Context: an optimization exercise on an open-source flow, tuned for small area, a short achievable clock period and few clock cycles per item. The choices shown serve that exercise and are no tape-out recipe. At most, simulation tests tie the RTL to the original design; equivalence was not proved. No functional check of the RTL was part of runs 2, 3, 5 and 7. Power is estimated from default activity; no workload was simulated.

<file path="constraint.sdc">
create_clock -name core_clock -period 70.0 [get_ports {clk}]
set_input_delay 14.0000 -clock core_clock [delete_from_list [all_inputs] [get_ports {clk}]]
set_output_delay 14.0000 -clock core_clock [all_outputs]
set_load 0.01 [all_outputs]
</file>
<file path="config.mk">
export PLATFORM = sky130hd
export DESIGN_NAME = seq_gcd
export DESIGN_NICKNAME = seq_gcd
export VERILOG_FILES = /design/flow/design.v
export SDC_FILE = /design/flow/constraint.sdc
export NUM_CORES = 4
export LEC_CHECK = 0
export CAP_MARGIN = 20
export CORE_MARGIN = 2
export CORE_UTILIZATION = 40
export SLEW_MARGIN = 20
</file>
<file path="design.v">
`default_nettype none
module seq_gcd (
        clk,
        rst_n,        
	la_write_a,
	la_write_b,
        a_i,
        b_i,
        gcd_o,
	rdata,        
	ready
);
        input wire clk;
        input wire rst_n;        
	input wire [31:0] la_write_a;
	input wire [31:0] la_write_b;
        input wire [31:0] a_i;
        input wire [31:0] b_i;
        output reg [31:0] gcd_o;
	output reg [31:0] rdata;        
	output reg ready;
        reg [31:0] a_q;
        reg [31:0] b_q;
        wire [31:0] a_muxed;
        wire [31:0] b_muxed;
	wire la_load;
	reg done_o;
        reg CS;
        reg NS;
        reg load_int;		
        always @(posedge clk or negedge rst_n) begin : proc_seq
                if (~rst_n) begin
                        a_q <= 0;
                        b_q <= 0;
			gcd_o <= 0;
			rdata <= 0;
			ready <= 0;
                end
                else begin
                        a_q <= a_muxed;
                        b_q <= b_muxed;
			if (done_o) gcd_o <= a_q;
			if (done_o) ready <= 1'b1;
			else if (load_int) ready <= 1'b0;
                end
        end
	assign la_load = (&la_write_a)&(&la_write_b);
        assign a_muxed = (load_int ? a_i : b_q);
        assign b_muxed = (load_int ? b_i : a_q % b_q);		
        always @(posedge clk or negedge rst_n) begin : proc_update_state
                if (~rst_n)
                        CS <= 1'd0;
                else
                        CS <= NS;				
        end
        always @(*) begin : proc_compute_NS
                load_int = 1'b0;
                done_o = 1'b0;
                case (CS)
                        1'd0: begin
                                done_o = 1'b0;
                                load_int = la_load;
                                if (la_load)
                                        NS = 1'd1;
                                else
                                        NS = 1'd0;
                        end
                        1'd1: begin
                                load_int = 1'b0;
                                done_o = b_q == 0;
                                if (b_q == 0)
                                        NS = 1'd0;
                                else
                                        NS = 1'd1;
                        end
                endcase
        end
endmodule   
`default_nettype wire
</file>
<file path="run.sh">
#!/bin/bash
# synth_recipe.tcl (not shown) runs the flow's synth.tcl, then flattens the netlist and writes it again
# the make line also repeats each setting of config.mk as NAME=value (left out here)
make -C /OpenROAD-flow-scripts/flow DESIGN_CONFIG=/design/flow/config.mk WORK_HOME=/design/flow/orfs CLKGATE_MAP_FILE= SYNTH_SCRIPT=/design/flow/synth_recipe.tcl finish
</file>
==> flow_metrics.tcl, run 1 <==
set metrics [dict create \
    outcome "complete, no violations" \
    p_leak_nw 19.9 \
    crit_start "b_q[19]$_DFF_PN0_" \
    start_util_pct 40.3 \
    finalSetupViolations 0 \
    antenna_found_initial 5 \
    min_from "gcd_o[13]$_DFFE_PN0P_" \
    fin_setup_tns_ns 0 \
    tightest_slew_ns 0.915 \
    ir_drop_uv 12.7 \
    crit_path_end_kind "flop" \
    core_area_sq_mm 0.0850 \
    place_inst 6254 \
    async_flop_share_pct 100 \
    post_dp_cell_area_sq_mm 0.0387 \
    hold_violations 0 \
    cts_buffers 9 \
    routedWlPerCell_microns 24.5 \
    drt-total-wl_microns 155000 \
    layout_commonest_cell "ha_1" \
    drv_slew 0 \
    fin_crit_sh_pct 95.9 \
    fmax_mhz 14.9 \
    cts-root-buf "clkbuf_16" \
    drc 0 \
    fp.dieArea_sq_mm 0.0880 \
    clock_path_buffers 2 \
    syn_area_sq_mm 0.0342 \
    cts_tree "done" \
    fin_util_pct 47.5 \
    path_common_cell "ha_1" \
    clock_skew_ns 0.0209 \
    finalPower_uw 118 \
    dr.pass1.iters 5 \
    hp-class "flop to flop" \
    syn_avg_cell_area_sq_um 7.05 \
    ys_ff_latch 98 \
    relSlewSlack_pct 39.0 \
    area_growth_syn_to_layout_pct 18.0 \
    placementRows 107 \
    dp_slack_ns -3.02 \
    rr_startpoint "b_q[19]$_DFF_PN0_" \
    mostFrequentLayoutCells "ha_1, nand2_1, nor2_1" \
    crit_type "flop to flop" \
    arrival_ns 67.44 \
    p_int_uw 87.0 \
    pin_count 195 \
    cpMaxStageDelayCell "or4b_2" \
    vias_per_cell 6.29 \
    switching_power_uw 31.3 \
    ant_nets 0 \
    synth_cell_types 96 \
    clock_power_share_pct 43.0 \
    yosysSeqAreaShare_pct 7.16 \
    grt_pass1_vias 36700 \
    grt_max_degree 63 \
    grt_pass1_wl_microns 228000 \
    timing.final.crit_period_ns 67.16 \
    setup_ws_ns 2.84 \
    yosys.area.top_type "ha_1" \
    grt_usage_pct 33.9 \
    combPwrFrac_pct 9.2 \
    design_area_sq_mm 0.0404 \
    power_density_mw_per_mm2 2.93 \
    cts.sinks 98 \
    drive_gt1_share_pct 13.0 \
    dpl.hpwl_microns 123000 \
    clk-insertion-delay-late_ns 0.40 \
    synth-edff-count 0 \
    grt_overflow 0 \
    holdWs_ns 0.483 \
    gp_congestion 1.04 \
    yosys.area.top_type_share_pct 19.3 \
    crit_path_max_incr_delay_ns 0.70 \
    h-tree-depth 3 \
    vias 39800 \
    die_h_microns 297 \
    seq_power_share_pct 47.8 \
    fin_cells 6322 \
    io_buffer_count 162 \
    postSynthCellCount 4860 \
    synth_area_leaders "ha_1, dfrtp_1, a21oi_1" \
    switching_share_pct 26.5 \
    critPathMaxFanout 37 \
    die_width_microns 297 \
    final_net_count 5832 \
    clk_pin_slew_ns 0.09 \
    drt_iter0_drc 3938 \
    synth_flop_cell "dfrtp_1" \
    yosysWarnings 1 \
    required_ns 70.28 \
    max_cap_viol_count 0 \
    crit_path_start_kind "flop" \
]
-- registers in the layout, indices dropped and copies added (netlist names) --
name	flops
ready	1
gcd_o	32
CS	1
b_q	32
a_q	32
-- synthesized netlist by cell type, drive strengths merged, types with 131 or more instances --
master,count
nand2,487
inv,214
xor2,138
nand3,131
clkbuf,135
a21oi,424
o21a,148
nor2,483
xnor2,222
nor3,155
o21ai,301
ha,529
a21o,181
-- final timing paths --
| check | depth (start not counted) | end | slack, ns |
|---|---|---|---|
| worst max-delay path | 290 | b_q[29]$_DFF_PN0_ | 2.84 |
| worst min-delay path | 2 | gcd_o[13]$_DFFE_PN0P_ | 0.48 |
| worst max register to register | 290 | b_q[29]$_DFF_PN0_ | 2.84 |
| worst min register to register | 2 | gcd_o[13]$_DFFE_PN0P_ | 0.48 |
| max in group asynchronous | 2 | b_q[17]$_DFF_PN0_ | 55.07 |
| min in group asynchronous | 1 | gcd_o[27]$_DFFE_PN0P_ | 13.57 |
-- timing repair --
item	in CTS	in global routing
gates cloned	0	1
buffers inserted	7	43
pin swaps	6	49
gates resized for setup	41	211
endpoints found under the hold margin	0	0
hold buffers	0	0
setup endpoints to repair	32	32
-- routing by layer --
| layer | track usage (%) | vias to the layer above | share of wire, % |
|---|---|---|---|
| met4 | 11.2 | 2 | 3.9 |
| li1 | - | 18800 | - |
| met1 | 46.2 | 18900 | 43 |
| met5 | 0 | - | 0.0045 |
| met2 | 55.3 | 1774 | 44 |
| met3 | 4.27 | 347 | 8.3 |
-- cell families after synthesis --
| logic type | Yosys count | share of synthesized area (%) |
|---|---|---|
| compound gates | 1676 | 32.7 |
| simple gates | 1658 | 22.7 |
| fa+ha+maj | 530 | 19.4 |
| buf+inv | 412 | 4.89 |
| xor+xnor | 360 | 9.21 |
| mux | 125 | 3.96 |
| flops | 98 | 7.16 |
| other cells | 1 | 0.0110 |
-- area by class of cell --
| type | instances | area (sq um) |
|---|---|---|
| clock inverter | 4 | 28.8 |
| tap | 1144 | 1430 |
| fill | 8673 | 44600 |
| clock buffer | 10 | 229 |
| timing repair buffer | 467 | 4070 |
| sequential | 98 | 2460 |
| inverter | 214 | 803 |
| antenna | 3 | 7.51 |
| multi-input combinational | 4382 | 31400 |
-- worst max-delay path, delay by kind of cell (launching register included) --
family,cells,cell delay (ns)
AOI/OAI and AO/OA,153,34.97
adders and majority gates,31,9.53
buffers and inverters,33,5.64
DFF,1,0.46
muxes,6,1.73
and+or+nand+nor,67,14.53
-- power groups by stage --
stage	clock network (mW)	registers, mW	logic (mW)
2_1_floorplan	0	0.0577	0.00242
3_3_place_gp	0	0.0577	0.0107
3_5_place_dp	0	0.0577	0.0107
4_1_cts	0.0514	0.0566	0.0108
5_1_grt	0.0534	0.0565	0.0117
6_report	0.0509	0.0566	0.0108
Testbench counts, summed over its fixed seeds: cycles 56,538, items 3,200.
==> run 2, diff against run 1 <==
==> design.v (replaced) <==
`default_nettype none
module seq_gcd (
	clk,
	rst_n,
	la_write_a,
	la_write_b,
	a_i,
	b_i,
	gcd_o,
	rdata,
	ready
);
	input wire clk;
	input wire rst_n;
	input wire [31:0] la_write_a;
	input wire [31:0] la_write_b;
	input wire [31:0] a_i;
	input wire [31:0] b_i;
	output wire [31:0] gcd_o;
	output wire [31:0] rdata;
	output reg ready;
	parameter NSTEP = 4;    
	parameter NSH = 1;      
	reg [31:0] a_q;
	reg [31:0] b_q;
	reg busy;
	wire la_load = (&la_write_a) & (&la_write_b);
	wire load = ~busy & la_load;
	wire [31:0] x = a_q | b_q;
	wire [31:0] m = x & (~x + 32'd1);
	wire [31:0] sa [0:NSTEP];
	wire [31:0] sb [0:NSTEP];
	wire ak0 = |(a_q & m);
	assign sa[0] = ak0 ? a_q : b_q;
	assign sb[0] = ak0 ? b_q : a_q;
	genvar i, j;
	generate
		for (i = 0; i < NSTEP; i = i + 1) begin : step
			wire [31:0] a = sa[i];
			wire [31:0] b = sb[i];
			wire bk = |(b & m);
			wire [32:0] d1 = {1'b0, b} - {1'b0, a};
			wire [31:0] d2 = a - b;
			wire ge = ~d1[32];
			wire [31:0] bs [0:NSH];
			assign bs[0] = ~bk ? {1'b0, b[31:1]} :
			               ge  ? {1'b0, d1[31:1]} : {1'b0, d2[31:1]};
			for (j = 0; j < NSH; j = j + 1) begin : sh
				wire k = |(bs[j] & m);
				assign bs[j+1] = k ? bs[j] : {1'b0, bs[j][31:1]};
			end
			assign sa[i+1] = (bk & ~ge) ? b : a;
			assign sb[i+1] = bs[NSH];
		end
	endgenerate
	always @(posedge clk) begin
		if (load) begin
			a_q <= a_i;
			b_q <= b_i;
		end else if (busy) begin
			a_q <= sa[NSTEP];
			b_q <= sb[NSTEP];
		end
	end
	wire fin = ~|sb[NSTEP];
	always @(posedge clk or negedge rst_n) begin
		if (~rst_n) begin
			busy <= 1'b0;
			ready <= 1'b0;
		end else begin
			if (load) begin
				busy <= 1'b1;
				ready <= 1'b0;
			end else if (busy & fin) begin
				busy <= 1'b0;
				ready <= 1'b1;
			end
		end
	end
	assign gcd_o = a_q;
	assign rdata = 32'd0;
endmodule
`default_nettype wire
--- a/config.mk
+++ b/config.mk
@@ -5,6 +5,7 @@
 export SDC_FILE = /design/flow/constraint.sdc
 export NUM_CORES = 4
 export LEC_CHECK = 0
+export ABC_AREA = 1
 export CAP_MARGIN = 20
 export CORE_MARGIN = 2
 export CORE_UTILIZATION = 40
==> run 2 against run 1 <==
Via count about the same. Cell area shrank 21%. Critical path depth is 174 lower. Clock-buffer cell count shrank 1. Worst hold slack better by 0.027 ns. Critical path type unchanged. Critical endpoint is now busy$_DFFE_PN0P_. Largest cell class unchanged. Highest routed layer is now met4.
==> flow_metrics.tcl, run 2 <==
set metrics [dict create \
    outcome "complete, no violations" \
    finalSetupViolations 0 \
    switching_share_pct 33.9 \
    mostFrequentLayoutCells "nand2_1, inv_1, nand3_1" \
    fin_setup_tns_ns 0 \
    start_util_pct 40.3 \
    tightest_slew_ns 1.27 \
    rr_startpoint "a_q[8]$_DFFE_PP_" \
    yosys.area.top_type_share_pct 26.7 \
    pin_count 195 \
    dr.pass1.iters 8 \
    antenna_found_initial 3 \
    yosysSeqAreaShare_pct 6.74 \
    placementRows 99 \
    die_h_microns 275 \
    vias_per_cell 5.89 \
    core_area_sq_mm 0.0727 \
    fp.dieArea_sq_mm 0.0754 \
    fin_crit_sh_pct 38.0 \
    top_usage_layer "met2" \
    multi_input_area_sq_mm 0.0231 \
    clock_power_share_pct 37.1 \
    crit_family "simple AND/OR/NAND/NOR gates" \
    synth_cell_types 66 \
    synth-edff-count 64 \
    syn_area_sq_mm 0.0293 \
    synth.most_common_cell "nand2_1" \
    worst-path-buf-inv 10 \
    worstReg2RegEnd "busy$_DFFE_PN0P_" \
    clk_pin_slew_ns 0.06 \
    r2r_slack_ns 43.43 \
    ys_ff_latch 66 \
    drc 0 \
    fill_cells 8375 \
    yosys-top-cells-count "nand2_1, inv_1, nand3_1" \
    drv_slew 0 \
    grt_pass1_wl_microns 240000 \
    drt_iter0_drc 5807 \
    crit_path_start_kind "flop" \
    cts.sinks 66 \
    power_density_mw_per_mm2 4.33 \
    gr-usage-met1_pct 58.4 \
    clock_skew_ns 0.00608 \
    die_width_microns 275 \
    min_to "ready$_DFFE_PN0P_" \
    arrival_ns 26.80 \
    crit_path_max_incr_delay_ns 0.76 \
    area_growth_syn_to_layout_pct 8.53 \
    dpl.hpwl_microns 145000 \
    ir_drop_uv 10.5 \
    rsz0062_at_grt "no" \
    design_area_sq_mm 0.0318 \
    gp_congestion 1.11 \
    syn_avg_cell_area_sq_um 5.13 \
    layout_commonest_cell "nand2_1" \
    met2_usage_pct 65.1 \
    h-tree-depth 3 \
    timing.final.crit_period_ns 26.57 \
    crit_type "flop to flop" \
    cts-root-buf "clkbuf_16" \
    grt_use_met3_pct 7.53 \
    routedWlPerCell_microns 25.2 \
    path_common_cell "nand2_1" \
    postSynthCellCount 5710 \
    p_int_uw 91.0 \
    io_buffer_count 162 \
    reg2reg_depth 116 \
    fin_util_pct 43.7 \
    synth_area_leaders "nand2_1, nand3_1, inv_1" \
    grt_usage_pct 43.4 \
    drt-total-wl_microns 170000 \
    clock_path_buffers 2 \
    max_cap_viol_count 0 \
    post_cts_buffers 0 \
    min_from "ready$_DFFE_PN0P_" \
    yosysWarnings 1 \
    combPwrFrac_pct 31.4 \
    p_leak_nw 16.8 \
    drive_gt1_share_pct 3.71 \
    cpMaxStageDelayCell "inv_1" \
    finalPower_uw 138 \
    ant_nets 0 \
    synth_flop_cell "edfxtp_1" \
    cts_buffers 9 \
    reg_top3 "a_q: 32 flops, b_q: 32 flops" \
    hp-class "flop to flop" \
    cts_resized 0 \
    crit_path_end_kind "flop" \
    clk-insertion-delay-late_ns 0.34 \
    relSlewSlack_pct 14.9 \
    async_flop_share_pct 3.03 \
    post_dp_cell_area_sq_mm 0.0314 \
    seqCellArea_sq_mm 0.00197 \
    yosys.area.top_type "nand2_1" \
    vias 39700 \
    required_ns 70.23 \
    hold_path_depth 2 \
    grt_max_degree 153 \
    hold_violations 0 \
    fmax_mhz 37.6 \
    final_net_count 6131 \
    grt_overflow 0 \
    grt_pass1_vias 35100 \
    switching_power_uw 46.8 \
    seq_power_share_pct 31.5 \
    hold_buffers 0 \
    critPathMaxFanout 152 \
    cts_tree "done" \
]
run 2: changes by cell type after synthesis, sizes merged, moves of 84 or more:
cell / change
nand2: +1621
inv: +591
nand3: +530
ha: -317
xnor2: -198
a21o: -171
o21a: -119
a21oi: -108
nor3: -98
dfrtp: -96
mux2: -84
run 2: cells by family after synthesis:
group	Yosys count	synth area share [%]
buffers and inverters	1009	14.9
other	2	0.0257
DFF	66	6.74
and+or+nand+nor	3506	50.6
AOI/OAI and AO/OA	810	15.3
muxes	6	0.205
adders and majority gates	218	9.47
xor gates and xnor gates	93	2.78
run 2: worst max path at each step:
stage                                 from                 to  slack [ns]  cells after the start
after floorplan              la_write_a[8]   a_q[0]$_DFFE_PP_       53.73                      6
after global placement    b_q[3]$_DFFE_PP_   busy$_DFFE_PN0P_       44.76                    116
after detailed placement  b_q[3]$_DFFE_PP_   busy$_DFFE_PN0P_       44.51                    115
after CTS                 b_q[3]$_DFFE_PP_   busy$_DFFE_PN0P_       44.45                    116
after global routing      a_q[3]$_DFFE_PP_  ready$_DFFE_PN0P_       41.44                    116
final                     a_q[8]$_DFFE_PP_   busy$_DFFE_PN0P_       43.43                    116
run 2: power by group through the flow:
stage	clock (mW)	sequential [mW]	combinational, mW
finish	0.0512	0.0433	0.0432
floorplan	0	0.0442	0.0245
detailed placement	0	0.0442	0.0415
global route	0.0534	0.0433	0.0462
CTS	0.0513	0.0434	0.0416
global placement	0	0.0442	0.0417
run 2: tightest hold or removal path, stage by stage, from the launching register on:
cell and delay (ns):
dfrtp_1 0.36, nand2_1 0.06, nand2_1 0.06
run 2: final cells by class:
cell class                      count  area share, %
Timing Repair Buffer              229           6.69
Multi-Input combinational cell   4666           72.7
Antenna cell                        2         0.0157
Clock buffer                        9          0.709
Clock inverter                      7          0.331
Sequential cell                    66           6.21
Inverter                          811           9.59
Tap cell                          959           3.78
run 2: stage by stage:
step,hold WS (ns),instances,setup slack [ns]
floorplan,0.515,5741,53.73
global placement,0.495,6730,44.76
detailed placement,0.477,6731,44.51
CTS,0.503,6747,44.45
global route,0.539,6747,41.44
finish,0.510,6749,43.43
run 2: layer usage:
layer	vias up	routed length [microns]
met5	-	0
met4	0	11700
met3	411	18100
met2	2418	70600
met1	18400	69900
li1	18500	-
==> run 3, diff against run 2 <==
==> flow/run.sh (new file) <==
#!/bin/bash
# Layout: the standard flow (standard synthesis unchanged), with the
# resizer's setup repair asked to leave MARGIN ns of slack on the design's
# own constraints, so that it sizes and buffers the datapath for speed.
set -euo pipefail
MARGIN=$(cat flow/margin.txt)
bash standard.sh SETUP_SLACK_MARGIN=$MARGIN finish > standard_flow.log 2>&1
==> flow/margin.txt (new file) <==
54
==> standard.sh (new file) <==
#!/bin/bash
# synth_recipe.tcl (not shown) runs the flow's synth.tcl, then flattens the netlist and writes it again
# the make line also repeats each setting of config.mk as NAME=value (left out here)
make -C /OpenROAD-flow-scripts/flow DESIGN_CONFIG=/design/flow/config.mk WORK_HOME=/design/flow/orfs CLKGATE_MAP_FILE= SYNTH_SCRIPT=/design/flow/synth_recipe.tcl "${@:-finish}"
removed: run.sh
==> run 3 against run 2 <==
Total power grew 9.0%. Fmax grew 51%. Still clean. Clock power is essentially flat. Clock skew grew 0.0022 ns. Flip-flop and latch count is the same. Critical endpoint is now ready$_DFFE_PN0P_. Register-to-register slack gained 8.9 ns. Synthesized area is the same. Sequential power is essentially flat. Via count grew 11%. Largest power group is now combinational cells.
==> flow_metrics.tcl, run 3 <==
set metrics [dict create \
    grt_max_degree 88 \
    hp-class "flop to flop" \
    postSynthCellCount 5710 \
    grt_pass1_vias 39800 \
    finalSetupViolations 0 \
    clock_skew_ns 0.00829 \
    synth_cell_types 66 \
    syn_area_sq_mm 0.0293 \
    core_area_sq_mm 0.0727 \
    vias 44200 \
    routedWlPerCell_microns 26.9 \
    synth_flop_cell "edfxtp_1" \
    multi_input_area_sq_mm 0.0280 \
    clock_path_buffers 2 \
    yosys.area.top_type_share_pct 26.7 \
    drv_slew 0 \
    antenna_found_initial 1 \
    path_common_cell "nand2_1" \
    ys_ff_latch 66 \
    drc 0 \
    ant_nets 0 \
    power_density_mw_per_mm2 3.62 \
    setup_ws_ns 52.36 \
    cpMaxStageDelayCell "edfxtp_1" \
    relSlewSlack_pct 10.2 \
    mostFrequentLayoutCells "nand2_1, inv_1, nand3_1" \
    critPathMaxFanout 17 \
    required_ns 70.29 \
    timing.final.crit_period_ns 17.64 \
    synth.most_common_cell "nand2_1" \
    synth-edff-count 64 \
    crit_path_start_kind "flop" \
    dp_slack_ns 43.86 \
    clk-insertion-delay-late_ns 0.35 \
    hold_violations 0 \
    crit_type "flop to flop" \
    yosys-top-cells-count "nand2_1, inv_1, nand3_1" \
    synth_area_leaders "nand2_1, nand3_1, inv_1" \
    finalPower_uw 150 \
    seq_power_share_pct 28.9 \
    reg_top3 "a_q: 32 flops, b_q: 32 flops" \
    crit_path_end_kind "flop" \
    drt-total-wl_microns 195000 \
    dpl.hpwl_microns 145000 \
    syn_avg_cell_area_sq_um 5.13 \
    pin_count 195 \
    dr.pass1.iters 9 \
    async_flop_share_pct 3.03 \
    yosysSeqAreaShare_pct 6.74 \
    drive_gt1_share_pct 24.1 \
    p_int_uw 97.6 \
    cts_tree "done" \
    outcome "complete, no violations" \
    ir_drop_uv 11.2 \
    cts.sinks 66 \
    crit_path_max_incr_delay_ns 0.57 \
    layout_commonest_cell "nand2_1" \
    placementRows 99 \
    drt_iter0_drc 7380 \
    post_dp_cell_area_sq_mm 0.0315 \
    grt_pass1_wl_microns 270000 \
    die_h_microns 275 \
    arrival_ns 17.93 \
    tightest_slew_ns 1.34 \
    gp_congestion 1.11 \
    combPwrFrac_pct 37.1 \
    vias_per_cell 6.11 \
    rsz0062_at_grt "yes" \
    start_util_pct 40.3 \
    p_leak_nw 20.6 \
    clock_power_share_pct 34.0 \
    max_cap_viol_count 0 \
    area_growth_syn_to_layout_pct 41.6 \
    switching_power_uw 52.4 \
    cts-root-buf "clkbuf_16" \
    grt_overflow 0 \
    clk_pin_slew_ns 0.06 \
    cts_buffers 9 \
    io_buffer_count 162 \
    fmax_mhz 56.7 \
    fin_crit_sh_pct 25.2 \
    final_net_count 6615 \
    fill_cells 7504 \
    yosys.area.top_type "nand2_1" \
    die_width_microns 275 \
    fp.dieArea_sq_mm 0.0754 \
    design_area_sq_mm 0.0415 \
    switching_share_pct 34.9 \
    seqCellArea_sq_mm 0.00197 \
    h-tree-depth 3 \
    yosysWarnings 1 \
    fin_setup_tns_ns 0 \
    grt_usage_pct 48.9 \
]
[run 3: path summary, 6_finish.rpt]
path / startpoint / to / slack, ns / cells after the start
worst min register to register: ready$_DFFE_PN0P_ / ready$_DFFE_PN0P_ / 0.50 / 2
max in group asynchronous: rst_n / ready$_DFFE_PN0P_ / 56.06 / 1
worst min-delay path: ready$_DFFE_PN0P_ / ready$_DFFE_PN0P_ / 0.50 / 2
worst max-delay path: b_q[3]$_DFFE_PP_ / ready$_DFFE_PN0P_ / 52.36 / 127
min in group asynchronous: rst_n / busy$_DFFE_PN0P_ / 13.81 / 1
worst max register to register: b_q[3]$_DFFE_PP_ / ready$_DFFE_PN0P_ / 52.36 / 127
[run 3: cell families after synthesis]
kind of cell | after synthesis | share of synthesized area (%)
and+or+nand+nor | 3506 | 50.6
AOI/OAI and AO/OA | 810 | 15.3
buffers and inverters | 1009 | 14.9
other | 2 | 0.0257
DFF | 66 | 6.74
adders and majority gates | 218 | 9.47
xor gates and xnor gates | 93 | 2.78
muxes | 6 | 0.205
[run 3: power groups by stage]
stage	logic, mW	clock network (mW)	registers, mW
after floorplan	0.0246	0	0.0442
after global placement	0.0417	0	0.0442
after detailed placement	0.0416	0	0.0442
after CTS	0.0490	0.0511	0.0434
after global routing	0.0586	0.0526	0.0433
final	0.0557	0.0510	0.0433
[run 3: worst max-delay path: cells and delay by family (launching register included)]
kind            cells  cell delay (ns)
xor+xnor            2             0.57
simple gates       77             9.04
compound gates     18             2.63
fa+ha+maj           4             1.05
buf+inv            25             3.35
mux                 1             0.23
flops               1             0.57
[run 3: final cells by class]
type	instances	area share, %
antenna	3	0.0181
clock buffer	9	0.543
clock inverter	7	0.241
inverter	811	7.50
multi-input combinational	4703	67.6
sequential	66	4.76
tap	959	2.89
timing repair buffer	668	16.3
timing repair inverter	8	0.184
[run 3: layer usage]
layer | vias up | wire length [microns] | GRT usage, %
met5 | - | 6 | 0
met4 | 2 | 18400 | 35.5
met3 | 909 | 25500 | 14.0
met2 | 3421 | 78200 | 71.4
met1 | 20300 | 72500 | 61.3
li1 | 19600 | - | -
[run 3: metrics by stage]
stage                     hold WS (ns)  util [%]  instances
final                            0.497      57.0       7234
after global routing             0.541      57.0       7231
after CTS                        0.489      53.3       7129
after detailed placement         0.476      43.3       6736
after global placement           0.470      43.3       6732
after floorplan                  0.515         -       5741
[run 3: timing repair]
action,CTS,global route
hold buffers,0,0
pin swaps,221,253
gates cloned,65,5
endpoints found under the setup margin,129,129
gates resized for setup,836,499
buffers inserted,312,96
endpoints found under the hold margin,0,0
==> run 4, diff against run 3 <==
==> design.v (replaced) <==
`default_nettype none
module seq_gcd (
	clk,
	rst_n,
	la_write_a,
	la_write_b,
	a_i,
	b_i,
	gcd_o,
	rdata,
	ready
);
	input wire clk;
	input wire rst_n;
	input wire [31:0] la_write_a;
	input wire [31:0] la_write_b;
	input wire [31:0] a_i;
	input wire [31:0] b_i;
	output wire [31:0] gcd_o;
	output wire [31:0] rdata;
	output reg ready;
	parameter NSTEP = 4;    
	reg [31:0] a_q;
	reg [31:0] b_q;
	reg [4:0] k_q;
	reg busy;
	wire la_load = (&la_write_a) & (&la_write_b);
	wire load = ~busy & la_load;
	wire [31:0] sa [0:NSTEP];
	wire [31:0] sb [0:NSTEP];
	wire [4:0] sk [0:NSTEP];
	assign sa[0] = a_q;
	assign sb[0] = b_q;
	assign sk[0] = k_q;
	genvar i, l, j;
	generate
		for (i = 0; i < NSTEP; i = i + 1) begin : step
			wire [31:0] a = sa[i];
			wire [31:0] b = sb[i];
			wire [4:0] k = sk[i];
			wire bz = ~|b;
			wire kz = ~|k;
			wire c_put = bz & ~kz;            
			wire c_two = ~bz & ~a[0] & ~b[0];  
			wire c_bev = ~bz & a[0] & ~b[0];   
			wire c_aev = ~a[0] & b[0];         
			wire c_sub = a[0] & b[0];          
			wire [31:0] p0 = ~(a ^ b);
			wire [31:0] G [0:5];
			wire [31:0] P [0:5];
			assign G[0] = b & ~a;
			assign P[0] = p0;
			for (l = 0; l < 5; l = l + 1) begin : lv
				for (j = 0; j < 32; j = j + 1) begin : bt
					if (j & (1 << l)) begin : op
						localparam integer q = ((j >> l) << l) - 1;
						assign G[l+1][j] = G[l][j] | (P[l][j] & G[l][q]);
						assign P[l+1][j] = P[l][j] & P[l][q];
					end else begin : pass
						assign G[l+1][j] = G[l][j];
						assign P[l+1][j] = P[l][j];
					end
				end
			end
			wire [31:0] Gf = G[5];
			wire [31:0] Pf = P[5];
			wire ge = Gf[31] | Pf[31];
			wire [31:0] c1 = {Gf[30:0] | Pf[30:0], 1'b1};
			wire [31:0] c0n = {~Gf[30:0], 1'b1};
			wire [31:0] ad = p0 ^ (ge ? c1 : c0n);
			wire [31:0] xv = c_sub ? ad : c_aev ? a : b;
			wire [3:1] y = c_sub ? (a[3:1] ^ b[3:1]) : c_aev ? a[3:1] : b[3:1];
			wire y1 = y[1] | c_two;
			wire [31:0] s1 = y1 ? xv >> 1 : xv >> 2;
			wire [31:0] s2 = (y1 | y[2]) ? s1 : s1 >> 2;
			assign sb[i+1] = (~y1 & ~y[2] & y[3]) ? xv >> 3 : s2;
			assign sa[i+1] = c_put ? a << 1 :
			                 c_two ? a >> 1 :
			                 (c_aev | (c_sub & ~ge)) ? b : a;
			assign sk[i+1] = c_put ? k - 5'd1 : c_two ? k + 5'd1 : k;
		end
	endgenerate
	always @(posedge clk) begin
		if (load) begin
			a_q <= a_i;
			b_q <= b_i;
			k_q <= 5'd0;
		end else if (busy) begin
			a_q <= sa[NSTEP];
			b_q <= sb[NSTEP];
			k_q <= sk[NSTEP];
		end
	end
	wire fin = ~|sb[NSTEP] & ~|sk[NSTEP];
	always @(posedge clk or negedge rst_n) begin
		if (~rst_n) begin
			busy <= 1'b0;
			ready <= 1'b0;
		end else begin
			if (load) begin
				busy <= 1'b1;
				ready <= 1'b0;
			end else if (busy & fin) begin
				busy <= 1'b0;
				ready <= 1'b1;
			end
		end
	end
	assign gcd_o = a_q;
	assign rdata = 32'd0;
endmodule
`default_nettype wire
==> run 4 against run 3 <==
Still clean. Worst setup slack better by 1.6 ns. Cell area down 30%. Worst hold slack better by 0.036 ns. Sequential power up 5.1%. Critical endpoint is now a_q[9]$_DFFE_PP_. Highest routed layer is now met4.
==> flow_metrics.tcl, run 4 <==
set metrics [dict create \
    outcome "complete, no violations" \
    path_cells "clkdlybuf4s50_1 -> nand2_1 -> or3_4 -> nor4b_4 -> and2_4 -> nand2_8 -> buf_12 -> clkinv_8 -> nand2_1 -> o21ai_2" \
    finalSetupViolations 0 \
    critPathMaxFanout 15 \
    timing.final.crit_period_ns 16.00 \
    die_h_microns 248 \
    cts-root-buf "clkbuf_16" \
    min_from "ready$_DFFE_PN0P_" \
    required_ns 70.16 \
    drive_gt1_share_pct 12.3 \
    p_leak_nw 14.4 \
    synth_cell_types 61 \
    dp_slack_ns 50.47 \
    wl_met2_microns 48400 \
    syn_avg_cell_area_sq_um 5.25 \
    fmax_mhz 62.5 \
    drc 0 \
    vias 32400 \
    wl_met1_microns 44700 \
    yosysSeqAreaShare_pct 8.70 \
    fin_setup_tns_ns 0 \
    synth.most_common_cell "nand2_1" \
    vias_per_cell 5.90 \
    cts_buffers 9 \
    pin_count 195 \
    hold_buffers 0 \
    dr.pass1.iters 8 \
    crit_type "input port to flop" \
    ys_ff_latch 71 \
    relSlewSlack_pct 18.5 \
    crit_path_start_kind "input port" \
    postSynthCellCount 4539 \
    yosys.area.top_type_share_pct 20.6 \
    min_to "ready$_DFFE_PN0P_" \
    io_buffer_count 162 \
    cts.sinks 71 \
    diodes 0 \
    tightest_slew_ns 1.21 \
    crit_path_end_kind "flop" \
    mostFrequentLayoutCells "nand2_1, inv_1, nand3_1" \
    rsz0062_at_grt "no" \
    die_width_microns 248 \
    design_area_sq_mm 0.0289 \
    syn_area_sq_mm 0.0238 \
    path_common_cell "nand2_1" \
    clk_pin_slew_ns 0.07 \
    arrival_ns 16.16 \
    reg2reg_depth 109 \
    area_growth_syn_to_layout_pct 21.5 \
    clock_path_buffers 2 \
    layout_commonest_cell "nand2_1" \
    cts_tree "done" \
    core_area_sq_mm 0.0589 \
    hp-class "flop to flop" \
    fp.dieArea_sq_mm 0.0615 \
    drt-total-wl_microns 113000 \
    final_net_count 4982 \
    grt_pass1_vias 27700 \
    start_util_pct 40.4 \
    drv_slew 0 \
    cpMaxStageDelayCell "clkdlybuf4s50_1" \
    h-tree-depth 3 \
    async_flop_share_pct 2.82 \
    dpl.hpwl_microns 83200 \
    crit_path_max_incr_delay_ns 0.45 \
    max_cap_viol_count 0 \
    fin_crit_sh_pct 22.9 \
    ant_nets 0 \
    hold_violations 0 \
    finalPower_uw 103 \
    fin_util_pct 49.1 \
    yosys-top-cells-count "nand2_1, inv_1, nand3_1" \
    worstReg2RegEnd "busy$_DFFE_PN0P_" \
    power_density_mw_per_mm2 3.54 \
    grt_usage_pct 33.8 \
    yosys.area.top_type "nand2_1" \
    routedWlPerCell_microns 20.6 \
    grt_overflow 0 \
    post_dp_cell_area_sq_mm 0.0256 \
    rr_startpoint "a_q[0]$_DFFE_PP_" \
    clk-insertion-delay-late_ns 0.35 \
    setup_ws_ns 54.00 \
    synth_flop_cell "edfxtp_1" \
    gp_congestion 1.03 \
    yosysWarnings 1 \
    ir_drop_uv 10.4 \
    antenna_found_initial 1 \
    hold_path_depth 2 \
    top_layer "met4" \
    r2r_slack_ns 54.76 \
    synth-edff-count 64 \
    clock_skew_ns 0.00782 \
    synth_area_leaders "nand2_1, nand3_1, inv_1" \
    grt_pass1_wl_microns 162000 \
    placementRows 89 \
    wl_met3_microns 13800 \
    reg_top3 "a_q: 32 flops, b_q: 32 flops, k_q: 5 flops" \
    drt_iter0_drc 4646 \
    grt_max_degree 69 \
]
## run 4: cell types whose count changed in the layout (fill, tap and decap cells not counted), moves of 69 or more
cell / before / now
o211ai_1: 13 / 114
nand3_2: 107 / 11
buf_4: 377 / 179
inv_1: 724 / 541
o22ai_1: 0 / 69
nand2_1: 1762 / 1280
o21ai_0: 183 / 276
nand2_2: 258 / 27
## run 4: logic make-up after synthesis
group,after synthesis,synth area share (%)
buf+inv,866,15.4
compound gates,930,22.3
other cells,1,0.0157
simple gates,2496,44.9
xor+xnor,26,0.956
flops,71,8.70
mux,1,0.0473
fa+ha+maj,148,7.78
## run 4: metal layers
metal,vias up,track usage (%)
met2,2032,51.9
met3,345,5.86
met5,-,0
met1,14700,46.4
met4,0,14.4
li1,15300,-
## run 4: repair_timing
| action | 4_1_cts | 5_1_grt |
|---|---|---|
| endpoints found under the setup margin | 133 | 133 |
| pin swaps | 9 | 64 |
| buffers inserted | 29 | 105 |
| gates resized for setup | 139 | 276 |
| gates cloned | 9 | 19 |
## run 4: power breakdown
part | internal (mW) | switching (mW)
clock network | 0.0281 | 0.0204
logic | 0.00625 | 0.00229
registers | 0.0455 | 0
total | 0.0799 | 0.0227
## run 4: worst max-delay path: cells and delay by family
family | cells | cell delay (ns)
buffers and inverters | 3 | 0.76
AOI/OAI and AO/OA | 1 | 0.15
and+or+nand+nor | 6 | 1.23
## run 4: per-stage QoR
step | hold WS, ns | std cells
after floorplan | 0.479 | 4570
after global placement | 0.531 | 5304
after detailed placement | 0.514 | 5304
after CTS | 0.528 | 5358
after global routing | 0.572 | 5482
final | 0.534 | 5482
## run 4: how the worst max path moves through the flow
| stage | end | startpoint |
|---|---|---|
| finish | a_q[9]$_DFFE_PP_ | la_write_b[8] |
| global route | a_q[18]$_DFFE_PP_ | a_q[10]$_DFFE_PP_ |
| CTS | a_q[9]$_DFFE_PP_ | la_write_a[14] |
| detailed placement | a_q[18]$_DFFE_PP_ | a_q[0]$_DFFE_PP_ |
| global placement | a_q[18]$_DFFE_PP_ | a_q[0]$_DFFE_PP_ |
| floorplan | a_q[0]$_DFFE_PP_ | la_write_a[7] |
## run 4: area by class of cell
class / instances / area, sq um
Clock inverter: 7 / 80.1
Clock buffer: 9 / 225
Inverter: 606 / 2380
Fill cell: 6314 / 30000
Multi-Input combinational cell: 3641 / 19500
Tap cell: 773 / 967
Sequential cell: 71 / 2070
Timing Repair Buffer: 368 / 3580
Timing Repair inverter: 7 / 72.6
Testbench counts of run 4, summed over its fixed seeds: cycles 21,638, items 3,200.
==> run 5, diff against run 4 <==
--- a/design.v
+++ b/design.v
@@ -19,7 +19,7 @@
 	output wire [31:0] gcd_o;
 	output wire [31:0] rdata;
 	output reg ready;
-	parameter NSTEP = 4;    
+	parameter NSTEP = 3;    
 	reg [31:0] a_q;
 	reg [31:0] b_q;
 	reg [4:0] k_q;
==> run 5 against run 4 <==
Still clean on timing, DRC and antenna. Sequential power barely moved. Die area fell by 19%. Clock-buffer cell count rose by 1. Synthesized area fell by 19%. Sequential share of layout area rose by 2.6 points. Clock skew rose by 0.00056 ns. Total power fell by 3.4%.
==> flow_metrics.tcl, run 5 <==
set metrics [dict create \
    crit_type "input port to flop" \
    syn_avg_cell_area_sq_um 5.38 \
    yosys.area.top_type "nand2_1" \
    gp_congestion 0.961 \
    async_flop_share_pct 2.82 \
    max_cap_viol_count 0 \
    dp_slack_ns 53.05 \
    drive_gt1_share_pct 4.35 \
    tightest_slew_ns 1.12 \
    holdWs_ns 0.496 \
    place_inst 4230 \
    vias_per_cell 5.65 \
    drv_slew 0 \
    fill_cells 5292 \
    die_h_microns 224 \
    crit_path_end_kind "flop" \
    path_cells "clkdlybuf4s50_1 -> nand2_1 -> nor4_1 -> nand4_1 -> nor2_1 -> nor2_1 -> clkinvlp_4 -> buf_12" \
    p_leak_nw 10.7 \
    rsz0062_at_grt "no" \
    clk_pin_slew_ns 0.06 \
    routedWlPerCell_microns 19.0 \
    drt-total-wl_microns 80700 \
    finalPower_uw 99.1 \
    mostFrequentLayoutCells "nand2_1, inv_1, nor2_1" \
    diodes 0 \
    fp.dieArea_sq_mm 0.0501 \
    yosysWarnings 1 \
    ant_nets 0 \
    ys_ff_latch 71 \
    dpl.hpwl_microns 63800 \
    final_net_count 3867 \
    drc 0 \
    ir_drop_uv 9.52 \
    synth-edff-count 64 \
    clock_path_buffers 2 \
    arrival_ns 15.78 \
    critPathMaxFanout 69 \
    grt_usage_pct 31.2 \
    hp-class "flop to flop" \
    pin_count 195 \
    crit_family "buffers and inverters" \
    grt_pass1_wl_microns 123000 \
    area_growth_syn_to_layout_pct 9.92 \
    yosys-top-cells-count "nand2_1, inv_1, nor2_1" \
    fin_cells 4246 \
    syn_area_sq_mm 0.0193 \
    hold_buffers 0 \
    clock_skew_ns 0.00838 \
    crit_path_max_incr_delay_ns 0.45 \
    layout_commonest_cell "nand2_1" \
    dr.pass1.iters 6 \
    cts-root-buf "clkbuf_16" \
    finalSetupViolations 0 \
    worst-path-buf-inv 3 \
    crit_path_start_kind "input port" \
    yosysSeqAreaShare_pct 10.7 \
    hold_violations 0 \
    synth_flop_cell "edfxtp_1" \
    grt_max_degree 90 \
    postSynthCellCount 3589 \
    grt_overflow 0 \
    grt_pass1_vias 20900 \
    cpMaxStageDelayCell "clkdlybuf4s50_1" \
    drt_iter0_drc 3574 \
    r2r_slack_ns 55.13 \
    core_area_sq_mm 0.0477 \
    h-tree-depth 3 \
    path_common_cell "nor2_1" \
    outcome "complete, no violations" \
    cts_buffers 9 \
    start_util_pct 40.5 \
    die_width_microns 224 \
    placementRows 80 \
    synth_area_leaders "nand2_1, edfxtp_1, nand3_1" \
    antenna_found_initial 3 \
    fin_crit_sh_pct 22.5 \
    timing.final.crit_period_ns 15.77 \
    reg_top3 "a_q: 32 flops, b_q: 32 flops, k_q: 5 flops" \
    clk-insertion-delay-late_ns 0.36 \
    required_ns 70.01 \
    yosys.area.top_type_share_pct 19.4 \
    synth_cell_types 59 \
    relSlewSlack_pct 24.7 \
    io_buffer_count 162 \
    setup_ws_ns 54.23 \
    fin_setup_tns_ns 0 \
    synth.most_common_cell "nand2_1" \
    vias 24000 \
    fmax_mhz 63.4 \
    power_density_mw_per_mm2 4.66 \
    cts_tree "done" \
    cts.sinks 71 \
]
[run 5: cell count changes in the layout (fill, tap and decap cells not counted), sizes merged, moves of 49 or more]
cell,before,now
nand2,1333,1025
buf,193,36
inv,595,455
nand3,531,399
a21oi,307,206
o211ai,115,66
[run 5: worst reg2reg max path: cells and delay by family, from the launching register on]
family / cells / cell delay (ns)
buf+inv: 11 / 2.40
fa+ha+maj: 3 / 1.15
flops: 1 / 0.59
xor+xnor: 1 / 0.24
simple gates: 40 / 7.41
compound gates: 11 / 2.97
[run 5: final timing paths]
check	end	from	depth (start not counted)
worst max-delay path	a_q[18]$_DFFE_PP_	la_write_a[21]	8
worst min-delay path	ready$_DFFE_PN0P_	ready$_DFFE_PN0P_	2
worst max register to register	busy$_DFFE_PN0P_	a_q[19]$_DFFE_PP_	66
worst min register to register	ready$_DFFE_PN0P_	ready$_DFFE_PN0P_	2
max in group asynchronous	busy$_DFFE_PN0P_	rst_n	1
min in group asynchronous	ready$_DFFE_PN0P_	rst_n	1
[run 5: where the power goes]
part / total [mW] / leakage (nW) / internal [mW] / switching [mW]
combinational: 0.00931 / 9.90 / 0.00646 / 0.00284
sequential: 0.0455 / 0.664 / 0.0455 / 0
clock: 0.0443 / 0.132 / 0.0239 / 0.0204
[run 5: what timing repair did]
action	CTS	global route
buffers inserted	0	0
setup endpoints to repair	125	132
gates resized for setup	5	9
[run 5: cell type report]
| class | instances | area (sq um) | area share, % |
|---|---|---|---|
| multi-input combinational | 2885 | 14400 | 68.0 |
| clock inverter | 6 | 36.3 | 0.171 |
| inverter | 461 | 1760 | 8.29 |
| timing repair buffer | 198 | 1920 | 9.04 |
| sequential | 71 | 2070 | 9.76 |
| clock buffer | 10 | 229 | 1.08 |
| tap | 615 | 769 | 3.62 |
[run 5: kinds of logic (layout without fill, tap and decap cells)]
| group | Yosys count | in the layout | share of synthesized area (%) |
|---|---|---|---|
| multiplexers | 1 | 1 | 0.0518 |
| buffers and inverters | 664 | 675 | 15.2 |
| XOR/XNOR | 25 | 25 | 1.13 |
| AND/OR/NAND/NOR | 2008 | 2008 | 44.9 |
| other | 1 | 32 | 0.0194 |
| adder cells (fa/ha/maj) | 111 | 111 | 7.19 |
| AO/OA/AOI/OAI | 708 | 708 | 20.7 |
| flip-flops | 71 | 71 | 10.7 |
[run 5: metal layers]
layer | GRT usage, % | share of wire (%) | wire length [microns]
met5 | 0 | 0 | 0
met4 | 13.4 | 4.5 | 3670
met2 | 45.7 | 41 | 33100
met1 | 45.1 | 44 | 35200
met3 | 4.75 | 11 | 8780
[run 5: per-stage QoR]
stage                     utilization [%]  cell area [sq um]
after global placement               43.8              20900
final                                44.5              21200
after global routing                 44.5              21200
after detailed placement             43.8              20900
after CTS                            44.4              21200
after floorplan                         -              19400
==> run 6, diff against run 5 <==
--- a/design.v
+++ b/design.v
@@ -19,7 +19,7 @@
 	output wire [31:0] gcd_o;
 	output wire [31:0] rdata;
 	output reg ready;
-	parameter NSTEP = 3;    
+	parameter NSTEP = 4;    
 	reg [31:0] a_q;
 	reg [31:0] b_q;
 	reg [4:0] k_q;
==> run.sh (new file) <==
#!/bin/bash
# synth_recipe.tcl (not shown) runs the flow's synth.tcl, then flattens the netlist and writes it again
# the make line also repeats each setting of config.mk as NAME=value (left out here)
make -C /OpenROAD-flow-scripts/flow DESIGN_CONFIG=/design/flow/config.mk WORK_HOME=/design/flow/orfs CLKGATE_MAP_FILE= SYNTH_SCRIPT=/design/flow/synth_recipe.tcl finish
removed: flow/run.sh
removed: flow/margin.txt
removed: standard.sh
==> run 6 against run 5 <==
Fmax decreased by 22%. Non-clock buffer count is 27 higher. Combinational power is 7.2% lower. Clock skew is 0.0026 ns higher. Sequential power about the same. Synthesized cell count up 26%. Via count grew 28%. Highest routed layer is now met5.
==> flow_metrics.tcl, run 6 <==
set metrics [dict create \
    timing.final.crit_period_ns 20.11 \
    drt_iter0_drc 4584 \
    drv_slew 0 \
    post_dp_cell_area_sq_mm 0.0256 \
    yosysWarnings 1 \
    multi_input_area_sq_mm 0.0182 \
    rsz0062_at_grt "no" \
    drc 0 \
    required_ns 70.02 \
    clock_path_buffers 2 \
    cts.sinks 71 \
    grt_usage_pct 33.8 \
    syn_area_sq_mm 0.0238 \
    dr.pass1.iters 9 \
    tightest_slew_ns 1.12 \
    start_util_pct 40.4 \
    synth.most_common_cell "nand2_1" \
    fin_setup_tns_ns 0 \
    synth_flop_cell "edfxtp_1" \
    crit_path_end_kind "flop" \
    clock_skew_ns 0.0110 \
    post_cts_buffers 0 \
    dpl.hpwl_microns 85900 \
    reg_top3 "a_q: 32 flops, b_q: 32 flops, k_q: 5 flops" \
    yosys.area.top_type "nand2_1" \
    placementRows 89 \
    diodes 0 \
    postSynthCellCount 4539 \
    core_area_sq_mm 0.0589 \
    finalSetupViolations 0 \
    final_net_count 4824 \
    crit_path_start_kind "flop" \
    routedWlPerCell_microns 20.4 \
    pin_count 195 \
    cts_buffers 9 \
    finalPower_uw 94.9 \
    grt_max_degree 75 \
    power_density_mw_per_mm2 3.66 \
    clk-insertion-delay-late_ns 0.33 \
    drt-total-wl_microns 109000 \
    ant_nets 0 \
    grt_pass1_vias 26100 \
    mostFrequentLayoutCells "nand2_1, inv_1, nand3_1" \
    syn_avg_cell_area_sq_um 5.25 \
    fill_cells 6571 \
    die_width_microns 248 \
    crit_type "flop to flop" \
    vias 30700 \
    outcome "complete, no violations" \
    ys_ff_latch 71 \
    cts_resized 0 \
    hold_violations 0 \
    fp.dieArea_sq_mm 0.0615 \
    p_leak_nw 13.0 \
    synth_cell_types 61 \
    fmax_mhz 49.7 \
    holdWs_ns 0.512 \
    layout_commonest_cell "nand2_1" \
    area_growth_syn_to_layout_pct 8.79 \
    h-tree-depth 3 \
    grt_overflow 0 \
    ir_drop_uv 10.2 \
    io_buffer_count 162 \
    cts-root-buf "clkbuf_16" \
    clk_pin_slew_ns 0.06 \
    yosys.area.top_type_share_pct 20.6 \
    fin_crit_sh_pct 28.7 \
    cts_tree "done" \
    grt_pass1_wl_microns 160000 \
    place_inst 5307 \
    async_flop_share_pct 2.82 \
    antenna_found_initial 1 \
    design_area_sq_mm 0.0259 \
    yosys-top-cells-count "nand2_1, inv_1, nand3_1" \
    gp_congestion 1.01 \
    critPathMaxFanout 64 \
    die_h_microns 248 \
    drive_gt1_share_pct 3.98 \
    hold_buffers 0 \
    arrival_ns 20.13 \
    max_cap_viol_count 0 \
    fin_cells 5324 \
    hp-class "flop to flop" \
    synth-edff-count 64 \
    yosysSeqAreaShare_pct 8.70 \
    relSlewSlack_pct 24.8 \
    seqCellArea_sq_mm 0.00207 \
    vias_per_cell 5.77 \
    synth_area_leaders "nand2_1, nand3_1, inv_1" \
    path_common_cell "nand2_1" \
    crit_path_max_incr_delay_ns 0.69 \
    cpMaxStageDelayCell "o21ai_0" \
]
-- run 6: changes by cell type in the layout (fill, tap and decap cells not counted), sizes merged, moves of 6 or more --
cell | previous run | this run
o22ai | 52 | 69
nand3 | 399 | 531
nand3b | 16 | 22
nor2 | 445 | 479
a21oi | 206 | 306
buf | 36 | 63
nand2 | 1025 | 1326
inv | 455 | 598
o21ai | 314 | 358
nand4 | 71 | 82
or3 | 0 | 6
o211ai | 66 | 115
ha | 111 | 148
-- run 6: logic make-up (layout without fill, tap and decap cells) --
logic type	count (synthesis)	count (layout)	synth area share [%]
adder cells (fa/ha/maj)	148	148	7.78
buffers and inverters	866	847	15.4
other	1	32	0.0157
XOR/XNOR	26	26	0.956
AND/OR/NAND/NOR	2496	2496	44.9
AO/OA/AOI/OAI	930	930	22.3
flip-flops	71	71	8.70
multiplexers	1	1	0.0473
-- run 6: final timing paths --
kind / start / to / slack, ns / cells past startpoint
worst max-delay path: a_q[0]$_DFFE_PP_ / a_q[18]$_DFFE_PP_ / 49.89 / 101
max in group asynchronous: rst_n / busy$_DFFE_PN0P_ / 56.02 / 1
worst max register to register: a_q[0]$_DFFE_PP_ / a_q[18]$_DFFE_PP_ / 49.89 / 101
min in group asynchronous: rst_n / ready$_DFFE_PN0P_ / 13.85 / 1
worst min register to register: ready$_DFFE_PN0P_ / ready$_DFFE_PN0P_ / 0.51 / 2
worst min-delay path: ready$_DFFE_PN0P_ / ready$_DFFE_PN0P_ / 0.51 / 2
-- run 6: area by class of cell --
class / instances / share of cell area, %
timing repair buffer: 225 / 8.12
clock buffer: 12 / 0.913
inverter: 606 / 8.78
multi-input combinational: 3633 / 70.4
clock inverter: 4 / 0.0966
sequential: 71 / 8.00
tap: 773 / 3.73
-- run 6: worst max-delay path: cells and delay by family (launching register included) --
kind	cells	cell delay [ns]
AO/OA/AOI/OAI	37	7.84
AND/OR/NAND/NOR	43	6.11
buffers and inverters	17	4.10
adder cells (fa/ha/maj)	4	1.12
flip-flops	1	0.50
-- run 6: metal layers --
metal	routed length, microns	global-route usage, %	up-vias
met2	46400	50.8	1670
met3	11100	4.68	227
met4	5050	14.1	2
li1	-	-	15000
met1	46000	47.9	13900
met5	56	0	-
-- run 6: report_power, final --
group	total (mW)	internal (mW)	switching [mW]
combinational	0.00864	0.00638	0.00225
clock	0.0408	0.0239	0.0169
sequential	0.0455	0.0455	0
total	0.0949	0.0758	0.0191
-- run 6: stage by stage --
stage | setup slack (ns) | utilization (%)
6_report | 49.89 | 44.0
5_1_grt | 47.71 | 44.0
4_1_cts | 50.50 | 43.9
3_5_place_dp | 50.55 | 43.5
3_3_place_gp | 50.83 | 43.5
2_1_floorplan | 53.40 | -
Testbench counts of run 6, summed over its fixed seeds: cycles 21,638, items 3,200.
==> run 7, diff against run 6 <==
--- a/design.v
+++ b/design.v
@@ -19,7 +19,7 @@
 	output wire [31:0] gcd_o;
 	output wire [31:0] rdata;
 	output reg ready;
-	parameter NSTEP = 4;    
+	parameter NSTEP = 3;    
 	reg [31:0] a_q;
 	reg [31:0] b_q;
 	reg [4:0] k_q;
@@ -40,9 +40,8 @@
 			wire [4:0] k = sk[i];
 			wire bz = ~|b;
 			wire kz = ~|k;
-			wire c_put = bz & ~kz;            
+			wire c_put = bz & ~kz;             
 			wire c_two = ~bz & ~a[0] & ~b[0];  
-			wire c_bev = ~bz & a[0] & ~b[0];   
 			wire c_aev = ~a[0] & b[0];         
 			wire c_sub = a[0] & b[0];          
 			wire [31:0] p0 = ~(a ^ b);
@@ -70,10 +69,15 @@
 			wire [31:0] ad = p0 ^ (ge ? c1 : c0n);
 			wire [31:0] xv = c_sub ? ad : c_aev ? a : b;
 			wire [3:1] y = c_sub ? (a[3:1] ^ b[3:1]) : c_aev ? a[3:1] : b[3:1];
-			wire y1 = y[1] | c_two;
-			wire [31:0] s1 = y1 ? xv >> 1 : xv >> 2;
-			wire [31:0] s2 = (y1 | y[2]) ? s1 : s1 >> 2;
-			assign sb[i+1] = (~y1 & ~y[2] & y[3]) ? xv >> 3 : s2;
+			wire [1:0] sh = c_two ? 2'd0 :
+			                y[1] ? 2'd0 :
+			                y[2] ? 2'd1 :
+			                y[3] ? 2'd2 :
+			                2'd3;
+			wire [31:0] s0 = xv >> 1;
+			wire [31:0] s1 = sh[0] ? s0 >> 1 : s0;
+			wire [31:0] s2 = sh[1] ? s1 >> 2 : s1;
+			assign sb[i+1] = s2;
 			assign sa[i+1] = c_put ? a << 1 :
 			                 c_two ? a >> 1 :
 			                 (c_aev | (c_sub & ~ge)) ? b : a;
@@ -85,7 +89,7 @@
 			a_q <= a_i;
 			b_q <= b_i;
 			k_q <= 5'd0;
-		end else if (busy) begin
+		end else begin
 			a_q <= sa[NSTEP];
 			b_q <= sb[NSTEP];
 			k_q <= sk[NSTEP];
==> flow/run.sh (new file) <==
#!/bin/bash
# Layout: the standard flow (standard synthesis unchanged), with the
# resizer's setup repair asked to leave MARGIN ns of slack on the design's
# own constraints, so that it sizes and buffers the datapath for speed.
set -euo pipefail
MARGIN=$(cat flow/margin.txt)
bash standard.sh SETUP_SLACK_MARGIN=$MARGIN finish > standard_flow.log 2>&1
==> flow/margin.txt (new file) <==
54
==> standard.sh (new file) <==
#!/bin/bash
# synth_recipe.tcl (not shown) runs the flow's synth.tcl, then flattens the netlist and writes it again
# the make line also repeats each setting of config.mk as NAME=value (left out here)
make -C /OpenROAD-flow-scripts/flow DESIGN_CONFIG=/design/flow/config.mk WORK_HOME=/design/flow/orfs CLKGATE_MAP_FILE= SYNTH_SCRIPT=/design/flow/synth_recipe.tcl "${@:-finish}"
removed: run.sh
==> run 7 against run 6 <==
Still clean on timing, DRC and antenna. Synthesized area is 25% lower. Flip-flop and latch count unchanged. Utilization increased by 1.2 points. Worst setup slack better by 4.2 ns. Final cell count fell by 23%. Clock-buffer cell count is 3 lower. Total power up 0.54%. Die area shrank 25%. Register-to-register slack improved by 5.2 ns. Sequential power shrank 11%. Critical endpoint is now b_q[19]$_DFF_P_. Largest cell class unchanged.
==> flow_metrics.tcl, run 7 <==
set metrics [dict create \
    required_ns 70.21 \
    path_cells "clkdlybuf4s50_1 -> nand4_1 -> or4_1 -> nor4_4 -> buf_4 -> buf_4 -> nand2_2 -> nor2_1 -> a21oi_1" \
    drc 0 \
    p_leak_nw 11.1 \
    yosys.area.top_type "nand2_1" \
    arrival_ns 16.14 \
    place_inst 4085 \
    cpMaxStageDelayCell "or4_1" \
    synth_area_leaders "nand2_1, nand3_1, inv_1" \
    area_growth_syn_to_layout_pct 11.8 \
    ant_nets 0 \
    rsz0062_at_grt "yes" \
    crit_type "input port to flop" \
    combPwrFrac_pct 9.7 \
    syn_avg_cell_area_sq_um 5.15 \
    crit_family "simple AND/OR/NAND/NOR gates" \
    clock_power_share_pct 48.0 \
    ys_ff_latch 71 \
    timing.final.crit_period_ns 15.93 \
    relSlewSlack_pct 30.4 \
    fin_util_pct 45.2 \
    tightest_slew_ns 1.03 \
    power_density_mw_per_mm2 4.79 \
    fmax_mhz 62.8 \
    synth-edff-count 0 \
    postSynthCellCount 3462 \
    yosys-top-cells-count "nand2_1, nand3_1, inv_1" \
    cts_tree "done" \
    drt-total-wl_microns 80200 \
    dr.pass1.iters 8 \
    fin_cells 4108 \
    clock_skew_ns 0.0129 \
    switching_share_pct 25.1 \
    diodes 0 \
    grt_overflow 0 \
    grt_max_degree 87 \
    clk_pin_slew_ns 0.07 \
    cts-root-buf "clkbuf_16" \
    drt_iter0_drc 2841 \
    cts.sinks 71 \
    layout_commonest_cell "nand2_1" \
    path_common_cell "buf_4" \
    syn_area_sq_mm 0.0178 \
    hp-class "flop to flop" \
    grt_usage_pct 33.4 \
    hold_violations 0 \
    core_area_sq_mm 0.0441 \
    seq_power_share_pct 42.3 \
    cts_buffers 9 \
    critPathMaxFanout 14 \
    die_width_microns 215 \
    crit_path_end_kind "flop" \
    fin_crit_sh_pct 22.8 \
    switching_power_uw 24.0 \
    ir_drop_uv 10.7 \
    fin_setup_tns_ns 0 \
    pin_count 195 \
    synth.most_common_cell "nand2_1" \
    yosys.area.top_type_share_pct 22.0 \
    fp.dieArea_sq_mm 0.0463 \
    io_buffer_count 162 \
    max_cap_viol_count 0 \
    drv_slew 0 \
    p_int_uw 71.5 \
    fill_cells 5050 \
    clock_path_buffers 2 \
    vias_per_cell 5.70 \
    placementRows 77 \
    clk-insertion-delay-late_ns 0.34 \
    start_util_pct 40.4 \
    gp_congestion 1.02 \
    antenna_found_initial 0 \
    crit_path_start_kind "input port" \
    grt_pass1_wl_microns 122000 \
    yosysSeqAreaShare_pct 8.03 \
    final_net_count 3752 \
    drive_gt1_share_pct 3.90 \
    finalPower_uw 95.4 \
    mostFrequentLayoutCells "nand2_1, nand3_1, inv_1" \
    yosysWarnings 1 \
    outcome "complete, no violations" \
    routedWlPerCell_microns 19.5 \
    async_flop_share_pct 2.82 \
    synth_cell_types 50 \
    finalSetupViolations 0 \
    dpl.hpwl_microns 63000 \
    synth_flop_cell "dfxtp_1" \
    die_h_microns 215 \
    h-tree-depth 3 \
    worst-path-buf-inv 3 \
    grt_pass1_vias 20600 \
    crit_path_max_incr_delay_ns 0.58 \
    vias 23400 \
    reg_top3 "a_q: 32 flops, b_q: 32 flops, k_q: 5 flops" \
]
[run 7: tightest hold or removal path: cells and delay by family (launching register included)]
kind	cells	cell delay, ns
DFF	1	0.34
and+or+nand+nor	2	0.12
[run 7: path summary, 6_finish.rpt]
check | start | to | slack [ns] | depth (start not counted)
min reg2reg | ready$_DFFE_PN0P_ | ready$_DFFE_PN0P_ | 0.49 | 2
min | ready$_DFFE_PN0P_ | ready$_DFFE_PN0P_ | 0.49 | 2
max | la_write_b[18] | b_q[19]$_DFF_P_ | 54.07 | 9
min in group asynchronous | rst_n | ready$_DFFE_PN0P_ | 13.86 | 1
max reg2reg | a_q[7]$_DFF_P_ | ready$_DFFE_PN0P_ | 55.07 | 66
max in group asynchronous | rst_n | busy$_DFFE_PN0P_ | 55.98 | 1
[run 7: layout make-up]
| cell class | instances | area (sq um) | area share [%] |
|---|---|---|---|
| timing repair buffer | 202 | 1950 | 9.80 |
| sequential | 71 | 1430 | 7.18 |
| clock buffer | 9 | 225 | 1.13 |
| multi-input combinational | 2741 | 13700 | 68.7 |
| tap | 592 | 741 | 3.72 |
| inverter | 486 | 1840 | 9.22 |
| clock inverter | 7 | 60.1 | 0.301 |
[run 7: logic make-up (layout without fill, tap and decap cells)]
| kind of cell | Yosys count | after routing | share of synthesized area, % |
|---|---|---|---|
| AOI/OAI and AO/OA | 692 | 692 | 22.1 |
| xor gates and xnor gates | 11 | 11 | 0.541 |
| adders and majority gates | 111 | 111 | 7.79 |
| buffers and inverters | 683 | 704 | 16.2 |
| DFF | 71 | 71 | 8.03 |
| other | 1 | 32 | 0.0210 |
| and+or+nand+nor | 1893 | 1895 | 45.3 |
[run 7: layer usage]
layer	track usage, %	part of all wire (%)	up-vias
li1	-	-	11400
met1	45.9	42	10500
met2	50.5	42	1297
met3	5.72	11	220
met4	15.5	5.3	0
met5	0	0	-
[run 7: metrics by stage]
step / setup WS [ns] / hold slack (ns) / cell area (sq um)
finish: 54.07 / 0.492 / 19900
global route: 53.98 / 0.538 / 19900
CTS: 53.97 / 0.490 / 19900
detailed placement: 52.81 / 0.472 / 19500
global placement: 52.81 / 0.466 / 19500
floorplan: 54.40 / 0.463 / 17900
[run 7: power groups by stage]
stage	combinational [mW]	sequential [mW]	clock, mW
2_1_floorplan	0.00229	0.0413	0
3_3_place_gp	0.00921	0.0413	0
3_5_place_dp	0.00908	0.0413	0
4_1_cts	0.00915	0.0404	0.0458
5_1_grt	0.00963	0.0404	0.0471
6_report	0.00923	0.0404	0.0458
[run 7: timing repair]
| action | 4_1_cts | 5_1_grt |
|---|---|---|
| gates cloned | 2 | 1 |
| buffers inserted | 4 | 0 |
| endpoints found under the setup margin | 71 | 67 |
| resized for setup | 8 | 5 |
| endpoints found under the hold margin | 0 | 0 |
| pin swaps | 2 | 1 |
| hold buffers | 0 | 0 |
==> run 8, diff against run 7 <==
--- a/design.v
+++ b/design.v
@@ -67,14 +67,14 @@
 			wire [31:0] c1 = {Gf[30:0] | Pf[30:0], 1'b1};
 			wire [31:0] c0n = {~Gf[30:0], 1'b1};
 			wire [31:0] ad = p0 ^ (ge ? c1 : c0n);
-			wire [31:0] xv = c_sub ? ad : c_aev ? a : b;
-			wire [3:1] y = c_sub ? (a[3:1] ^ b[3:1]) : c_aev ? a[3:1] : b[3:1];
-			wire [1:0] sh = c_two ? 2'd0 :
-			                y[1] ? 2'd0 :
-			                y[2] ? 2'd1 :
-			                y[3] ? 2'd2 :
+			wire [31:0] xv = b[0] ? ad : b;
+			wire [2:0] y = b[0] ? (a[2:0] ^ b[2:0]) : b[2:0];
+			wire [1:0] sh = c_two ? 2'd1 :
+			                y[0] ? 2'd0 :
+			                y[1] ? 2'd1 :
+			                y[2] ? 2'd2 :
 			                2'd3;
-			wire [31:0] s0 = xv >> 1;
+			wire [31:0] s0 = xv;
 			wire [31:0] s1 = sh[0] ? s0 >> 1 : s0;
 			wire [31:0] s2 = sh[1] ? s1 >> 2 : s1;
 			assign sb[i+1] = s2;
--- a/config.mk
+++ b/config.mk
@@ -8,5 +8,5 @@
 export ABC_AREA = 1
 export CAP_MARGIN = 20
 export CORE_MARGIN = 2
-export CORE_UTILIZATION = 40
+export CORE_UTILIZATION = 65
 export SLEW_MARGIN = 20
==> run 8 against run 7 <==
Worst setup slack improved by 0.035 ns. Combinational power rose by 3.0%. Total power rose by 6.0%. Global-route usage rose by 17 points. Cell area fell by 7.9%. Final cell count fell by 17%. Sequential power barely moved. Critical path type unchanged. Largest cell class unchanged. Largest power group unchanged. Highest routed layer is now met5.
==> flow_metrics.tcl, run 8 <==
set metrics [dict create \
    arrival_ns 16.12 \
    met2_usage_pct 74.3 \
    grt_overflow 0 \
    fmax_mhz 62.9 \
    relSlewSlack_pct 22.7 \
    hold_violations 0 \
    layout_commonest_cell "nand2_1" \
    drc 0 \
    hp-class "flop to flop" \
    die_h_microns 163 \
    path_common_cell "nand2_1" \
    p_int_uw 80.0 \
    cts-root-buf "clkbuf_16" \
    fin_crit_sh_pct 22.7 \
    switching_share_pct 20.9 \
    worst-path-buf-inv 3 \
    fin_setup_tns_ns 0 \
    yosys-top-cells-count "nand2_1, nand3_1, inv_1" \
    crit_path_end_kind "flop" \
    hold_buffers 0 \
    cts_tree "done" \
    tightest_slew_ns 1.15 \
    drive_gt1_share_pct 5.45 \
    reg_top3 "a_q: 32 flops, b_q: 32 flops, k_q: 5 flops" \
    synth_area_leaders "nand2_1, nand3_1, ha_1" \
    yosysWarnings 1 \
    clk_pin_slew_ns 0.06 \
    grt_max_degree 69 \
    outcome "complete, no violations" \
    io_buffer_count 162 \
    yosys.area.top_type_share_pct 21.5 \
    rsz0062_at_grt "no" \
    area_growth_syn_to_layout_pct 11.3 \
    drt-total-wl_microns 70200 \
    crit_path_start_kind "input port" \
    synth_flop_cell "dfxtp_1" \
    required_ns 70.22 \
    grt_usage_pct 50.0 \
    switching_power_uw 21.2 \
    crit_family "simple AND/OR/NAND/NOR gates" \
    p_leak_nw 9.80 \
    h-tree-depth 3 \
    yosys.area.top_type "nand2_1" \
    dpl.hpwl_microns 54600 \
    clock_power_share_pct 50.6 \
    clk-insertion-delay-late_ns 0.34 \
    antenna_found_initial 2 \
    mostFrequentLayoutCells "nand2_1, nand3_1, inv_1" \
    syn_avg_cell_area_sq_um 5.44 \
]
[run 8: changes by cell type after synthesis, sizes merged, moves of 14 or more]
cell    before  now
buf        121  101
nor2       248  166
inv        485  367
o21a        10   25
o22ai       32    3
o211ai      81   67
nand2     1069  962
mux2         0   20
nand3      489  399
xor2        11   42
o21ai      262  279
a21oi      231  161
[run 8: logic make-up (layout without fill, tap and decap cells)]
| group | Yosys count | after routing | synth area share, % |
|---|---|---|---|
| buf+inv | 545 | 579 | 14.3 |
| flops | 71 | 71 | 8.68 |
| xor+xnor | 51 | 51 | 2.71 |
| compound gates | 610 | 610 | 21.4 |
| simple gates | 1619 | 1619 | 42.8 |
| other cells | 1 | 32 | 0.0227 |
| mux | 25 | 25 | 1.67 |
| fa+ha+maj | 112 | 112 | 8.50 |
[run 8: path summary, 6_finish.rpt]
kind,endpoint,slack [ns],start,cells past startpoint
min reg2reg,ready$_DFFE_PN0P_,0.48,ready$_DFFE_PN0P_,2
max in group asynchronous,busy$_DFFE_PN0P_,56.05,rst_n,1
min in group asynchronous,ready$_DFFE_PN0P_,13.82,rst_n,1
max,a_q[23]$_DFF_P_,54.11,la_write_a[26],9
max reg2reg,busy$_DFFE_PN0P_,55.09,b_q[0]$_DFF_P_,70
min,ready$_DFFE_PN0P_,0.48,ready$_DFFE_PN0P_,2
[run 8: stage by stage]
step / total power [mW] / cell area (sq um) / setup slack [ns] / cells / hold WS, ns
6_report: 0.101 / 18400 / 54.11 / 3429 / 0.485
5_1_grt: 0.102 / 18400 / 54.03 / 3429 / 0.525
2_1_floorplan: 0.0436 / 16600 / 54.43 / 3065 / 0.463
3_5_place_dp: 0.0504 / 17900 / 53.34 / 3406 / 0.471
4_1_cts: 0.100 / 18300 / 54.05 / 3423 / 0.490
3_3_place_gp: 0.0504 / 17900 / 53.39 / 3406 / 0.468
[run 8: repair_timing]
action                                 CTS  global route
resized for setup                        4             9
setup endpoints to repair               42            67
buffers inserted                         0             6
gates cloned                             1             0
endpoints found under the hold margin    0             0
pin swaps                                0             0
[run 8: routing by layer]
layer	wire (microns)	vias to the layer above
met3	11100	410
li1	-	10100
met1	24600	9707
met2	28300	1874
met4	6110	4
met5	21	-
[run 8: area by class of cell]
cell class,count,area (sq um)
multi-input combinational,2449,12900
fill,2270,6680
timing repair buffer,193,1900
sequential,71,1430
inverter,370,1410
tap,330,413
clock buffer,11,253
clock inverter,5,78.8
[run 8: power groups by stage]
stage | Combinational [mW] | Clock (mW) | Sequential, mW
3_3_place_gp | 0.00905 | 0 | 0.0413
3_5_place_dp | 0.00912 | 0 | 0.0413
2_1_floorplan | 0.00231 | 0 | 0.0413
4_1_cts | 0.00917 | 0.0507 | 0.0404
6_report | 0.00951 | 0.0512 | 0.0404
5_1_grt | 0.00981 | 0.0522 | 0.0404
[run 8: worst reg2reg max path, delay by kind of cell (launching register included)]
kind                       cells  cell delay, ns
adders and majority gates      3            0.92
buffers and inverters         12            3.17
and+or+nand+nor               25            3.49
DFF                            1            0.33
AOI/OAI and AO/OA             29            6.73
xor gates and xnor gates       1            0.11
Testbench counts of run 8, summed over its fixed seeds: cycles 28,796, items 3,200.
